Background: an optimization exercise with open tools, aiming at small area. Do not read the settings as production practice. The RTL was checked by simulation tests, not by an equivalence proof against the original design. The clock cells of run 2 come from the design's own scripts or RTL, not from TritonCTS. The clock input has no modelled driver; a real chip could not lean on it and would need a root buffer or a full tree. Power and IR drop assume default switching activity.

### flow/design.v
`timescale 1ns / 1ps
module uart_get_32bit_word(
    input  logic        clk, reset,
    input  logic        addr_query,
    input  logic [15:0] addr,
    input  logic        rx,
    output logic        tx,
    output logic        tx_debug,
    output logic        div_clk_debug,
    output logic        rx_debug,
    output logic        query_debug,
    output logic [6:0]  segments,
    output logic [7:0]  anodos
    );
    logic rst;
    assign rst = ~reset;
    logic [7:0] c;
    logic       d;
    logic       c_end, tick, fall;
    assign c_end = c[7] & c[6] & c[4] & c[1] & c[0];    
    assign tick  = c_end & ~d;
    assign fall  = c_end & d;
    always_ff @(posedge clk) begin
        if (rst | c_end) c <= 8'd142;
        else             c <= {c[6:0], c[7] ^ c[2]};
        if (rst)         d <= 1'b0;
        else if (c_end)  d <= ~d;
    end
    logic [15:0] e;
    logic        d1, e_end, step;
    logic [2:0]  digit;
    assign e_end = ~e[15] & ~e[13] & ~e[12] & ~e[11] & ~e[10] & ~e[8] & ~e[6] & ~e[4]
                 & ~e[3] & ~e[2] & ~e[1] & e[0];                  
    assign step  = e_end & ~d1;
    always_ff @(posedge clk) begin
        if (rst | e_end) e <= 16'd59750;
        else             e <= {e[14:0], e[15] ^ e[6]};
        if (rst)         d1 <= 1'b0;
        else if (e_end)  d1 <= ~d1;
        if (rst)         digit <= 3'd0;
        else             digit <= digit + {2'd0, step};
    end
    logic       pb_aux, pb_sync;
    logic [2:0] ps, ps_n;
    logic       pulse;
    assign ps_n[0] = pb_sync & (ps[0] | ~ps[1]);
    assign ps_n[1] = ps[0] & (pb_sync | ps[2]);
    assign ps_n[2] = ps[1] & ps[0] & (pb_sync | ps[2]);
    assign pulse   = ps[1] & ~ps[2];
    always_ff @(posedge clk) begin
        if (rst) begin
            pb_aux  <= 1'b0;
            pb_sync <= 1'b0;
        end else if (tick) begin
            pb_aux  <= addr_query;
            pb_sync <= pb_aux;
        end
        if (rst)       ps <= 3'd0;
        else if (fall) ps <= ps_n;
    end
    localparam logic [3:0] T_STOP = 4'd0, T_FINAL = 4'd1, T_IDLE = 4'd2, T_LEAD = 4'd6;
    logic [3:0] tc;
    logic [4:0] tcnt;
    logic [1:0] tb;
    logic [7:0] tdata;
    logic       tbit_end, t_go, t_ld, t_ld0, t_ld1;
    assign tbit_end = &tcnt;
    assign t_go  = tick & ((tc == T_IDLE) ? pulse : (tc == T_STOP) & tbit_end & (tb != 2'd3));
    assign t_ld  = tick & (tc == T_LEAD) & (tcnt[1:0] == 2'd1);    
    assign t_ld0 = t_ld & (tb == 2'd0);
    assign t_ld1 = t_ld & (tb == 2'd1);
    always_ff @(posedge clk) begin
        if (rst) tc <= T_IDLE;
        else if (t_go) tc <= T_LEAD;
        else if (tick && (tc == T_FINAL || (tc != T_IDLE && tbit_end))) tc <= tc + 4'd1;
        if (t_go) tcnt <= 5'd29;
        else      tcnt <= tcnt + {4'd0, tick};
        if (tick && tc == T_IDLE) tb <= 2'd0;
        else                      tb <= tb + {1'b0, tick && tc == T_STOP && tbit_end};
        tdata <= (addr[7:0] & {8{t_ld0}}) | (addr[15:8] & {8{t_ld1}}) | (tdata & {8{~t_ld}});
    end
    assign tx = tc[3] ? tdata[tc[2:0]] : ~(tc[2] & tc[1] & tc[0]);
    localparam logic [8:0] R_IDLE = 9'd304;
    logic [8:0] rp;
    logic       r_wait, r_samp, r_end;
    logic [7:0] rbyte;
    assign r_wait = rp[8] & rp[5] & rp[4] & rp[0];           
    assign r_samp = tick & (rp[4:0] == 5'd15);
    assign r_end  = r_samp & rp[8] & rp[5];                  
    always_ff @(posedge clk) begin
        if (rst)                        rp <= R_IDLE;
        else if (tick && r_wait && ~rx) rp <= 9'd0;
        else                            rp <= rp + {8'd0, tick & ~r_wait};
        for (int i = 0; i < 8; i++)
            if (r_samp && rp[8:5] == 4'(i + 1)) rbyte[i] <= rx;
    end
    logic [2:0]  ws;
    logic [31:0] word;
    always_ff @(posedge clk) begin
        if (rst) ws <= 3'd0;
        else     ws <= ws + {2'd0, r_end && (ws[0] || rbyte == {6'd0, ws[2:1]} + 8'd1)};
    end
    logic [3:0] wload, whold;
    always_comb
        for (int k = 0; k < 4; k++) begin
            wload[k] = reset & tick & !r_end & (ws == 3'(2*k + 1));
            whold[k] = reset & ~wload[k];
        end
    always_ff @(posedge clk)
        for (int k = 0; k < 4; k++)
            word[8*k +: 8] <= (rbyte & {8{wload[k]}}) | (word[8*k +: 8] & {8{whold[k]}});
    logic [3:0] nib;
    assign nib = word[4*digit +: 4];
    always_comb begin
        case (nib)
            4'd0:  segments = ~7'b1111110;
            4'd1:  segments = ~7'b0110000;
            4'd2:  segments = ~7'b1101101;
            4'd3:  segments = ~7'b1111001;
            4'd4:  segments = ~7'b0110011;
            4'd5:  segments = ~7'b1011011;
            4'd6:  segments = ~7'b1011111;
            4'd7:  segments = ~7'b1110000;
            4'd8:  segments = ~7'b1111111;
            4'd9:  segments = ~7'b1111011;
            4'd10: segments = ~7'b1110111;
            4'd11: segments = ~7'b0011111;
            4'd12: segments = ~7'b1001110;
            4'd13: segments = ~7'b0111101;
            4'd14: segments = ~7'b1001111;
            default: segments = ~7'b1000111;
        endcase
    end
    assign anodos = ~(8'd1 << digit);
    assign tx_debug      = tx;
    assign rx_debug      = rx;
    assign div_clk_debug = d;
    assign query_debug   = pulse;
endmodule
### flow/flow/run.sh
#!/bin/bash
# Layout flow: the standard flow, with three changes:
#  - the combinational logic of the standard synthesis is re-mapped by ABC for
#    area (flip-flops untouched: same instances, names and cell types);
#  - ports are buffered with sky130_fd_sc_hd__buf_1;
#  - CTS inserts no dummy loads.
# Each tool writes its own log in this folder.
set -euo pipefail
LIB=$FLOW_HOME/platforms/$FLOW_PLATFORM/lib/sky130_fd_sc_hd__tt_025C_1v80.lib
YOSYS=$FLOW_HOME/../tools/install/yosys/bin/yosys
[ -x "$YOSYS" ] || YOSYS=yosys
export BUFFER_PORTS_ARGS="-buffer_cell sky130_fd_sc_hd__buf_1"
export CTS_ARGS="-sink_clustering_enable -repair_clock_nets -buf_list sky130_fd_sc_hd__clkbuf_8 -dont_use_dummy_load"
R=orfs/results/$FLOW_PLATFORM/uart_get_32bit_word/base
bash standard.sh synth > standard_synth.log 2>&1
cp $R/1_2_yosys.v $R/1_2_yosys_std.v
python3 flow/genmodels.py $LIB comb_models.v > genmodels.log 2>&1
sed -e "s|@LIB@|$LIB|g" -e "s|@IN@|$R/1_2_yosys_std.v|" -e "s|@OUT@|$R/1_2_yosys.v|" -e "s|@TOP@|$FLOW_TOP|" flow/reabc.ys.in > reabc.ys
$YOSYS -l reabc.log -q reabc.ys > reabc_stdout.log 2>&1
rm -f $R/1_synth.odb $R/1_synth.sdc
bash standard.sh > standard.log 2>&1
### flow/flow/genmodels.py
# Writes a Verilog model (assign of the liberty function) for every combinational
# cell of a liberty file: python3 genmodels.py LIB OUT.v
import re
import sys
lib=open(sys.argv[1]).read()
out=[]
# split into cells
for m in re.finditer(r'\n\s*cell\s*\(\s*"?(sky130_fd_sc_hd__\w+)"?\s*\)\s*\{', lib):
    name=m.group(1); start=m.end()
    # find matching brace
    depth=1;i=start
    while depth:
        c=lib[i]
        if c=='{':depth+=1
        elif c=='}':depth-=1
        i+=1
    body=lib[start:i]
    if re.search(r'\b(ff|latch|statetable)\s*\(',body): continue
    pins=re.findall(r'pin\s*\(\s*"?(\w+)"?\s*\)\s*\{(.*?)\n\s{8}\}',body,re.S)
    ins=[];outs=[]
    for pn,pb in re.finditer(r'pin\s*\(\s*"?(\w+)"?\s*\)\s*\{',body) and []: pass
    for pm in re.finditer(r'pin\s*\(\s*"?(\w+)"?\s*\)\s*\{',body):
        pn=pm.group(1); j=pm.end(); d=1
        while d:
            if body[j]=='{':d+=1
            elif body[j]=='}':d-=1
            j+=1
        pb=body[pm.end():j]
        dirm=re.search(r'direction\s*:\s*"?(\w+)"?',pb)
        if not dirm: continue
        if dirm.group(1)=='input': ins.append(pn)
        elif dirm.group(1)=='output':
            f=re.search(r'function\s*:\s*"([^"]*)"',pb)
            if not f: outs=None;break
            outs.append((pn,f.group(1)))
    if not outs: continue
    def conv(f):
        f=f.replace('!','~').replace('+','|').replace('*','&')
        f=re.sub(r'\)\s*\(',')&(',f)
        f=re.sub(r'(\w)\s+(?=[\w(~])',r'\1&',f)
        f=re.sub(r'\)\s+(?=[\w(~])',')&',f)
        return f
    s='module %s(%s);\n'%(name,', '.join(ins+[o for o,_ in outs]))
    for p in ins: s+='  input %s;\n'%p
    for o,f in outs: s+='  output %s;\n  assign %s = %s;\n'%(o,o,conv(f))
    s+='endmodule\n'
    out.append(s)
open(sys.argv[2],'w').write('\n'.join(out))
print('models:',len(out))
### flow/flow/reabc.ys.in
# Re-map the combinational logic of the standard synthesis for area; the
# flip-flops (blackboxes here) keep their instances, names and cell types.
read_liberty -lib @LIB@
read_verilog comb_models.v
read_verilog @IN@
hierarchy -top @TOP@
flatten
delete t:$scopeinfo
techmap
opt -fast
abc -liberty @LIB@ -script +strash;&get,-n;&deepsyn,-J,100,-T,60;&dch,-f;&nf,-a,-R,1000;&put;&get,-n;&deepsyn,-J,100,-T,60;&dch,-f;&nf,-a,-R,1000;&put;&get,-n;&deepsyn,-J,100,-T,60;&dch,-f;&nf,-a,-R,1000;&put -dont_use sky130_fd_sc_hd__probe_* -dont_use sky130_fd_sc_hd__lpflow_*
opt_clean -purge
hilomap -singleton -hicell sky130_fd_sc_hd__conb_1 HI -locell sky130_fd_sc_hd__conb_1 LO
insbuf -buf sky130_fd_sc_hd__buf_1 A X
splitnets
opt_clean -purge
tee -o reabc_stat.log stat -liberty @LIB@
write_verilog -noexpr -noattr -nohex -nodec @OUT@
### flow/standard.sh
#!/bin/bash
# synth_recipe.tcl (not shown) runs the flow's synth.tcl, then flattens the netlist and writes it again
# the make line also repeats each setting of config.mk as NAME=value (left out here)
make -C /OpenROAD-flow-scripts/flow DESIGN_CONFIG=/design/flow/config.mk WORK_HOME=/design/flow/orfs CLKGATE_MAP_FILE= SYNTH_SCRIPT=/design/flow/synth_recipe.tcl "${@:-finish}"
### flow/config.mk
export PLATFORM = sky130hd
export DESIGN_NAME = uart_get_32bit_word
export DESIGN_NICKNAME = uart_get_32bit_word
export VERILOG_FILES = /design/flow/design.v
export SDC_FILE = /design/flow/constraint.sdc
export NUM_CORES = 4
export LEC_CHECK = 0
export CAP_MARGIN = 20
export CORE_MARGIN = 2
export CORE_UTILIZATION = 40
export CTS_BUF_LIST = sky130_fd_sc_hd__clkbuf_8
export GPL_TIMING_DRIVEN = 0
export SLEW_MARGIN = 20
### flow/constraint.sdc
create_clock -name core_clock -period 10.0 [get_ports {clk}]
set_input_delay 2.0000 -clock core_clock [delete_from_list [all_inputs] [get_ports {clk}]]
set_output_delay 2.0000 -clock core_clock [all_outputs]
set_load 0.01 [all_outputs]
==> impl_metrics.env, run 1 <==
export IMPL_grt_pass1_vias=2903
export IMPL_cts_tree="yes"
export IMPL_vias_per_cell=5.518
export IMPL_fmax_ghz=0.1990
export IMPL_grt_max_degree=41
export IMPL_vias=3239
export IMPL_cts_resized=0
export IMPL_design_die_area_um2=10830
export IMPL_fin_crit_ps=5025
export IMPL_antenna_found_initial=0
export IMPL_numPortBuffers=39
export IMPL_ir_worst_vdd_v=0.00006305
export IMPL_power_leakage_nw=1.592
export IMPL_num_antenna_cells=0
export IMPL_hp_start="e[7]$_SDFF_PP0_"
export IMPL_die_w_um=104.1
export IMPL_required_ps=8000
export IMPL_fin_setup_tns_ps=0
export IMPL_synth_cells=406
export IMPL_dpl_cell_count=578
export IMPL_max_slew_margin_pct=38.52
export IMPL_path_class="reg2out"
export IMPL_overflow=0
export IMPL_worstPathArrival_ps=3030
export IMPL_layout_area_overhead_vs_synth_pct=11.24
export IMPL_postLayoutCellArea_um2=4457
export IMPL_worst_pin_slew_ps=920.2
export IMPL_nets=476
export IMPL_hold_buffers=0
export IMPL_wirelength_mm=8.195
export IMPL_clockBufferDepth=2
export IMPL_post_cts_buffers=0
export IMPL_skew_ps=21.02
export IMPL_grt_usage_pct=15.62
export IMPL_worstSetupStartpoint="digit[0]$_SDFF_PN0_"
export IMPL_clk_latency_ps=360
export IMPL_fp_coreArea_um2=9729
export IMPL_rr_startpoint="c[4]$_SDFF_PP0_"
export IMPL_hpwl_mm=5.714
export IMPL_cap_violations=0
export IMPL_io_pins=40
export IMPL_routedWlPerCell_um=13.96
export IMPL_setup_slack_ps=4975
export IMPL_nFillCells=967
export IMPL_numClockSinks=105
export IMPL_post_route_util_pct=45.81
export IMPL_status="timing/DRC/antenna clean"
export IMPL_timing_final_max_slew_violations=0
export IMPL_synth_fp_nets=426
export IMPL_cts_buffers_inserted=9
export IMPL_dr_pass1_iters=5
export IMPL_htreeDepth=3
export IMPL_initial_core_util_pct=41.18
export IMPL_end_kind="output port"
export IMPL_place_area_um2=4333
export IMPL_ctsRootBufferMaster="clkbuf_8"
export IMPL_rsz0062_at_grt="no"
export IMPL_clk_pin_slew_ps=100
export IMPL_grt_pass1_wl_mm=13.92
export IMPL_setup_violations=0
export IMPL_drt_initial_drc_count=141
export IMPL_cp_start_kind="register"
export IMPL_antenna_left=0
export IMPL_layout_drive_gt1_share_pct=2.643
export IMPL_fp_dieH_um=104.1
export IMPL_final_cells=587
export IMPL_power_mw=0.6548
export IMPL_syn_area_um2=4006
export IMPL_num_rows=36
export IMPL_power_density_nw_per_um2=146.9
export IMPL_hold_viol=0
export IMPL_drc_errors=0
export IMPL_yosysWarnings=1
export IMPL_pre_cts_ws_ps=5410
export IMPL_syn_avg_cell_area_um2=9.868
export IMPL_fin_crit_sh_pct=50.25
export IMPL_hold_ws_ps=408.0
export IMPL_place_congestion=0.8454
export IMPL_hp_class="reg2reg"
export IMPL_cp_max_fo=10
[registers in the layout (all words and copies together), names as in the netlist]
signal,cells
c,8
word,32
pb_aux,1
ps,3
rbyte,8
d,1
tcnt,5
tc,4
tdata,8
digit,3
ws,3
pb_sync,1
tb,2
rp,9
e,16
d1,1
[layout by cell type (no fill, tap or decap), types with 12 or more instances in the layout]
cell and count:
dfxtp_1 97, buf_1 40, nor2_1 33, a22o_1 32, nand2_1 24, a21oi_1 23, clkinv_1 16, o22ai_1 16
and3_1 13, and2_0 13, nand3_1 12
[cell type report]
cell class / count / area, µm² / share of cell area [%]
well taps: 133 / 166.4 / 3.734
repair buffers: 39 / 147.6 / 3.313
clock buffers: 9 / 123.9 / 2.779
plain buffers: 2 / 7.507 / 0.1684
multi-input cells: 283 / 1769 / 39.70
inverters: 16 / 60.06 / 1.348
flip-flops and latches: 105 / 2182 / 48.96
[path summary, 6_finish.rpt]
kind | slack (ps) | endpoint | depth (start not counted)
worst max register to register | 6480 | word[15]$_DFF_P_ | 11
worst min-delay path | 410 | e[8]$_SDFF_PP1_ | 1
worst min register to register | 410 | e[8]$_SDFF_PP1_ | 1
worst max-delay path | 4970 | segments[6] | 10
[report_power, final]
group	switching [mW]	internal [mW]	leakage [nW]
combinational	0.00927	0.00709	0.667
sequential	0.00374	0.430	0.860
clock	0.124	0.0811	0.0647
total	0.137	0.518	1.59
[layer usage]
metal / share of wire, % / track usage (%) / vias to the layer above
li1: - / - / 1610
met1: 48 / 20.40 / 1556
met2: 46 / 25.47 / 64
met3: 4.3 / 4.198 / 9
met4: 1.3 / 4.440 / 0
met5: 0 / 0 / -
[critical path: stages (launching register included)]
cell and delay [ps]:
dfxtp_1 480, or3b_1 270, o22ai_1 150, or4_1 650
nor2_1 190, and2_0 180, a21oi_1 70, and2_0 220
a21oi_1 200, o21ai_0 120, buf_1 140
==> run 2: changes to the inputs <==
--- a/flow/flow/run.sh
+++ b/flow/flow/run.sh
@@ -3,7 +3,8 @@
 #  - the combinational logic of the standard synthesis is re-mapped by ABC for
 #    area (flip-flops untouched: same instances, names and cell types);
 #  - ports are buffered with sky130_fd_sc_hd__buf_1;
-#  - CTS inserts no dummy loads.
+#  - the clock tree is four clkbuf_16 buffers fed by the clock port, each
+#    driving a quarter of the flip-flops (flow/mtree.tcl), instead of CTS.
 # Each tool writes its own log in this folder.
 set -euo pipefail
 LIB=$FLOW_HOME/platforms/$FLOW_PLATFORM/lib/sky130_fd_sc_hd__tt_025C_1v80.lib
@@ -11,6 +12,7 @@
 [ -x "$YOSYS" ] || YOSYS=yosys
 export BUFFER_PORTS_ARGS="-buffer_cell sky130_fd_sc_hd__buf_1"
 export CTS_ARGS="-sink_clustering_enable -repair_clock_nets -buf_list sky130_fd_sc_hd__clkbuf_8 -dont_use_dummy_load"
+export PRE_CTS_TCL=$PWD/flow/mtree.tcl
 R=orfs/results/$FLOW_PLATFORM/uart_get_32bit_word/base
 bash standard.sh synth > standard_synth.log 2>&1
 cp $R/1_2_yosys.v $R/1_2_yosys_std.v
==> flow/flow/mtree.tcl (new file) <==
# Clock tree built by hand: the clock port drives a few buffers directly,
# each driving one of equal-sized groups of flip-flops (median splits of
# their placed locations), placed at the middle of its group.
proc mct_split { sinks parts } {
  if {$parts <= 1} { return [list $sinks] }
  set xs [lsort -real [lmap s $sinks {lindex $s 1}]]
  set ys [lsort -real [lmap s $sinks {lindex $s 2}]]
  set idx [expr {([lindex $xs end] - [lindex $xs 0]) >= ([lindex $ys end] - [lindex $ys 0]) ? 1 : 2}]
  set sorted [lsort -real -index $idx $sinks]
  set h [expr {[llength $sorted] / 2}]
  set p [expr {$parts / 2}]
  return [concat [mct_split [lrange $sorted 0 [expr {$h - 1}]] $p] [mct_split [lrange $sorted $h end] [expr {$parts - $p}]]]
}
proc manual_clock_tree { nb bufname } {
  set block [ord::get_db_block]
  set master [[ord::get_db] findMaster $bufname]
  set clknet [$block findNet clk]
  set sinks {}
  foreach it [$clknet getITerms] {
    set b [[$it getInst] getBBox]
    lappend sinks [list $it [expr {([$b xMin] + [$b xMax]) / 2.0}] [expr {([$b yMin] + [$b yMax]) / 2.0}]]
  }
  set k 0
  foreach grp [mct_split $sinks $nb] {
    set net [odb::dbNet_create $block "clknet_m$k"]
    $net setSigType CLOCK
    set inst [odb::dbInst_create $block $master "clkbuf_m$k"]
    [$inst findITerm A] connect $clknet
    [$inst findITerm X] connect $net
    set sx 0.0; set sy 0.0
    foreach s $grp {
      set it [lindex $s 0]
      $it disconnect
      $it connect $net
      set sx [expr {$sx + [lindex $s 1]}]; set sy [expr {$sy + [lindex $s 2]}]
    }
    set n [llength $grp]
    set w [[$inst getMaster] getWidth]; set hh [[$inst getMaster] getHeight]
    $inst setLocation [expr {int($sx / $n - $w / 2)}] [expr {int($sy / $n - $hh / 2)}]
    $inst setPlacementStatus PLACED
    puts "manual clock tree: clkbuf_m$k ($bufname) drives $n flip-flops"
    incr k
  }
}

# Used as PRE_CTS_TCL: the clock tree is built by hand in place of TritonCTS.
rename clock_tree_synthesis my_tritoncts
proc clock_tree_synthesis { args } {
  manual_clock_tree 4 sky130_fd_sc_hd__clkbuf_16
  set_propagated_clock [all_clocks]
}
==> run 2 against run 1 <==
Net effect:
- sequential cell count is the same
- die area unchanged
- power decreased by 4.3%
- clock power fell by 14%
- sequential power barely moved
- still clean on timing, DRC and antenna
- via count shrank 2.3%
- clock skew fell by 14 ps
- hold slack improved by 16 ps
- design area down 0.53%
- global-route usage decreased by 1.2 points
- worst setup slack gained 190 ps
==> impl_metrics.env, run 2 <==
export IMPL_power_mw=0.6267
export IMPL_m1WireLength_mm=4.015
export IMPL_ir_worst_vdd_v=0.00008512
export IMPL_power_leakage_nw=1.577
export IMPL_num_rows=36
export IMPL_syn_area_um2=4006
export IMPL_routedWlPerCell_um=13.77
export IMPL_top_regs="word: 32 flops, e: 16 flops, rp: 9 flops"
export IMPL_num_antenna_cells=0
export IMPL_p_seq_share_pct=69.2
export IMPL_grt_max_degree=41
export IMPL_cp_start_kind="register"
export IMPL_post_route_util_pct=45.56
export IMPL_yosysWarnings=1
export IMPL_wirelength_mm=8.013
export IMPL_nFillCells=968
export IMPL_numPortBuffers=39
export IMPL_setup_violations=0
export IMPL_ff_latch_area_um2=2182
export IMPL_fp_coreArea_um2=9729
export IMPL_grt_pass1_wl_mm=13.65
export IMPL_endpoint="segments[6]"
export IMPL_end_kind="output port"
export IMPL_drc_errors=0
export IMPL_swShare_pct=18.47
export IMPL_internal_power_mw=0.5110
export IMPL_clk_pin_slew_ps=100
export IMPL_hold_viol=0
export IMPL_layout_area_overhead_vs_synth_pct=10.65
export IMPL_fin_crit_sh_pct=48.40
export IMPL_rrSetupSlack_ps=6430
export IMPL_fin_crit_ps=4840
export IMPL_vias=3163
export IMPL_hp_start="e[7]$_SDFF_PP0_"
export IMPL_path_class="reg2out"
export IMPL_post_cts_buffers=0
export IMPL_rsz0062_at_grt="no"
export IMPL_worstPathArrival_ps=2840
export IMPL_cts_resized=0
export IMPL_layout_drive_gt1_share_pct=1.559
export IMPL_hold_buffers=0
export IMPL_syn_avg_cell_area_um2=9.868
export IMPL_antenna_left=0
export IMPL_layout_common_cells="97 x dfxtp_1, 40 x buf_1, 33 x nor2_1, 32 x a22o_1, 24 x nand2_1"
export IMPL_synth_fp_nets=426
export IMPL_final_common_cell="dfxtp_1"
export IMPL_nets=471
export IMPL_status="timing/DRC/antenna clean"
export IMPL_cap_violations=0
export IMPL_fp_dieH_um=104.1
export IMPL_required_ps=8000
export IMPL_largest_register_ffs=32
export IMPL_worstSetupStartpoint="digit[0]$_SDFF_PN0_"
export IMPL_switchingPower_mw=0.1157
export IMPL_skew_ps=6.566
export IMPL_io_pins=40
export IMPL_cp_max_fo=10
export IMPL_worstReg2RegEnd="word[15]$_DFF_P_"
export IMPL_worst_pin_slew_ps=902.7
export IMPL_overflow=0
export IMPL_multi_input_area_um2=1769
export IMPL_top_layer="met4"
export IMPL_synth_cells=406
export IMPL_die_w_um=104.1
export IMPL_grt_usage_pct=14.41
export IMPL_power_density_nw_per_um2=141.4
export IMPL_rr_startpoint="c[4]$_SDFF_PP0_"
export IMPL_max_slew_margin_pct=39.32
export IMPL_design_die_area_um2=10830
export IMPL_fin_setup_tns_ps=0
export IMPL_antenna_found_initial=0
export IMPL_hp_class="reg2reg"
export IMPL_combinationalPowerShare_pct=2.6
export IMPL_clockPowerShare_pct=28.2
export IMPL_fmax_ghz=0.2066
export IMPL_wl_met3_um=222
export IMPL_drt_initial_drc_count=129
export IMPL_r2r_cells=11
export IMPL_place_congestion=0.8454
export IMPL_timing_final_max_slew_violations=0
export IMPL_initial_core_util_pct=41.18
export IMPL_vias_per_cell=5.435
export IMPL_hpwl_mm=5.714
export IMPL_grt_pass1_vias=2827
export IMPL_top_register="word"
export IMPL_wl_met2_mm=3.670
export IMPL_clk_latency_ps=160
export IMPL_dr_pass1_iters=4
==> run 2: cell count changes in the layout (fill, tap and decap cells not counted) <==
| cell | change |
|---|---|
| clkbuf_16 | +4 |
| clkbuf_8 | -9 |
==> run 2: cell type report <==
cell class / instances / area share, %
Timing Repair Buffer: 39 / 3.331
Inverter: 16 / 1.355
Buffer: 6 / 2.427
Sequential cell: 105 / 49.22
Multi-Input combinational cell: 283 / 39.91
Tap cell: 133 / 3.754
==> run 2: critical path, stage by stage, from the launching register on <==
cell	delay [ps]
dfxtp_1	470
or3b_1	280
o22ai_1	150
or4_1	660
nor2_1	190
and2_0	180
a21oi_1	70
and2_0	220
a21oi_1	200
o21ai_0	130
buf_1	150
==> run 2: power groups by stage <==
stage | Clock [mW] | Combinational [mW] | Sequential, mW
floorplan | 0 | 0.00935 | 0.443
global placement | 0 | 0.0164 | 0.444
detailed placement | 0 | 0.0165 | 0.444
CTS | 0.183 | 0.0166 | 0.434
global route | 0.198 | 0.0186 | 0.435
finish | 0.176 | 0.0164 | 0.434
==> run 2: worst min path at each step <==
stage	end	slack (ps)	cells after the start
floorplan	e[15]$_SDFF_PP1_	390	1
global placement	e[15]$_SDFF_PP1_	400	1
detailed placement	e[6]$_SDFF_PP1_	400	1
CTS	e[8]$_SDFF_PP1_	430	1
global route	e[8]$_SDFF_PP1_	440	1
finish	e[8]$_SDFF_PP1_	420	1
==> run 2: metal layers <==
layer  vias to the layer above  global-route usage (%)
met2                        48                   24.62
met5                         -                       0
li1                       1604                       -
met3                         7                  0.8772
met4                         0                   1.834
met1                      1504                   20.68
==> run 2: stage by stage <==
stage	setup WS, ps	area [µm²]	std cells	hold WS, ps
detailed placement	5410	4333	578	402.9
floorplan	5744	4006	406	394.0
finish	5160	4433	582	424.4
CTS	5203	4433	582	427.9
global route	4992	4433	582	437.5
global placement	4586	4319	578	397.9

separate check: timing with driven ports:
In the flow no input, the clock included, has a driving cell. The finished layouts below were timed again as built, in two steps. Step 1 sets driving cells, clkbuf_16 on the clock port and buf_2 on the other inputs (assumed; they add their load-dependent delay and slew). Step 2 also shifts input and output timing later by t, the mid clock arrival at the registers, as if the neighbouring blocks saw the same clock. Slacks: ideal / step 1 / step 2; pairs: ideal / step 1.
run | t, ns | setup WS [ns] | worst register clock-pin slew, ns | pins driven straight from the clock port
run 1 | 0.384 | 4.975 / 4.942 / 5.326 | 0.10 / 0.10 | 1
run 2 | 0.234 | 5.160 / 5.084 / 5.318 | 0.10 / 0.10 | 4
After both steps setup and hold are still met in every run listed.
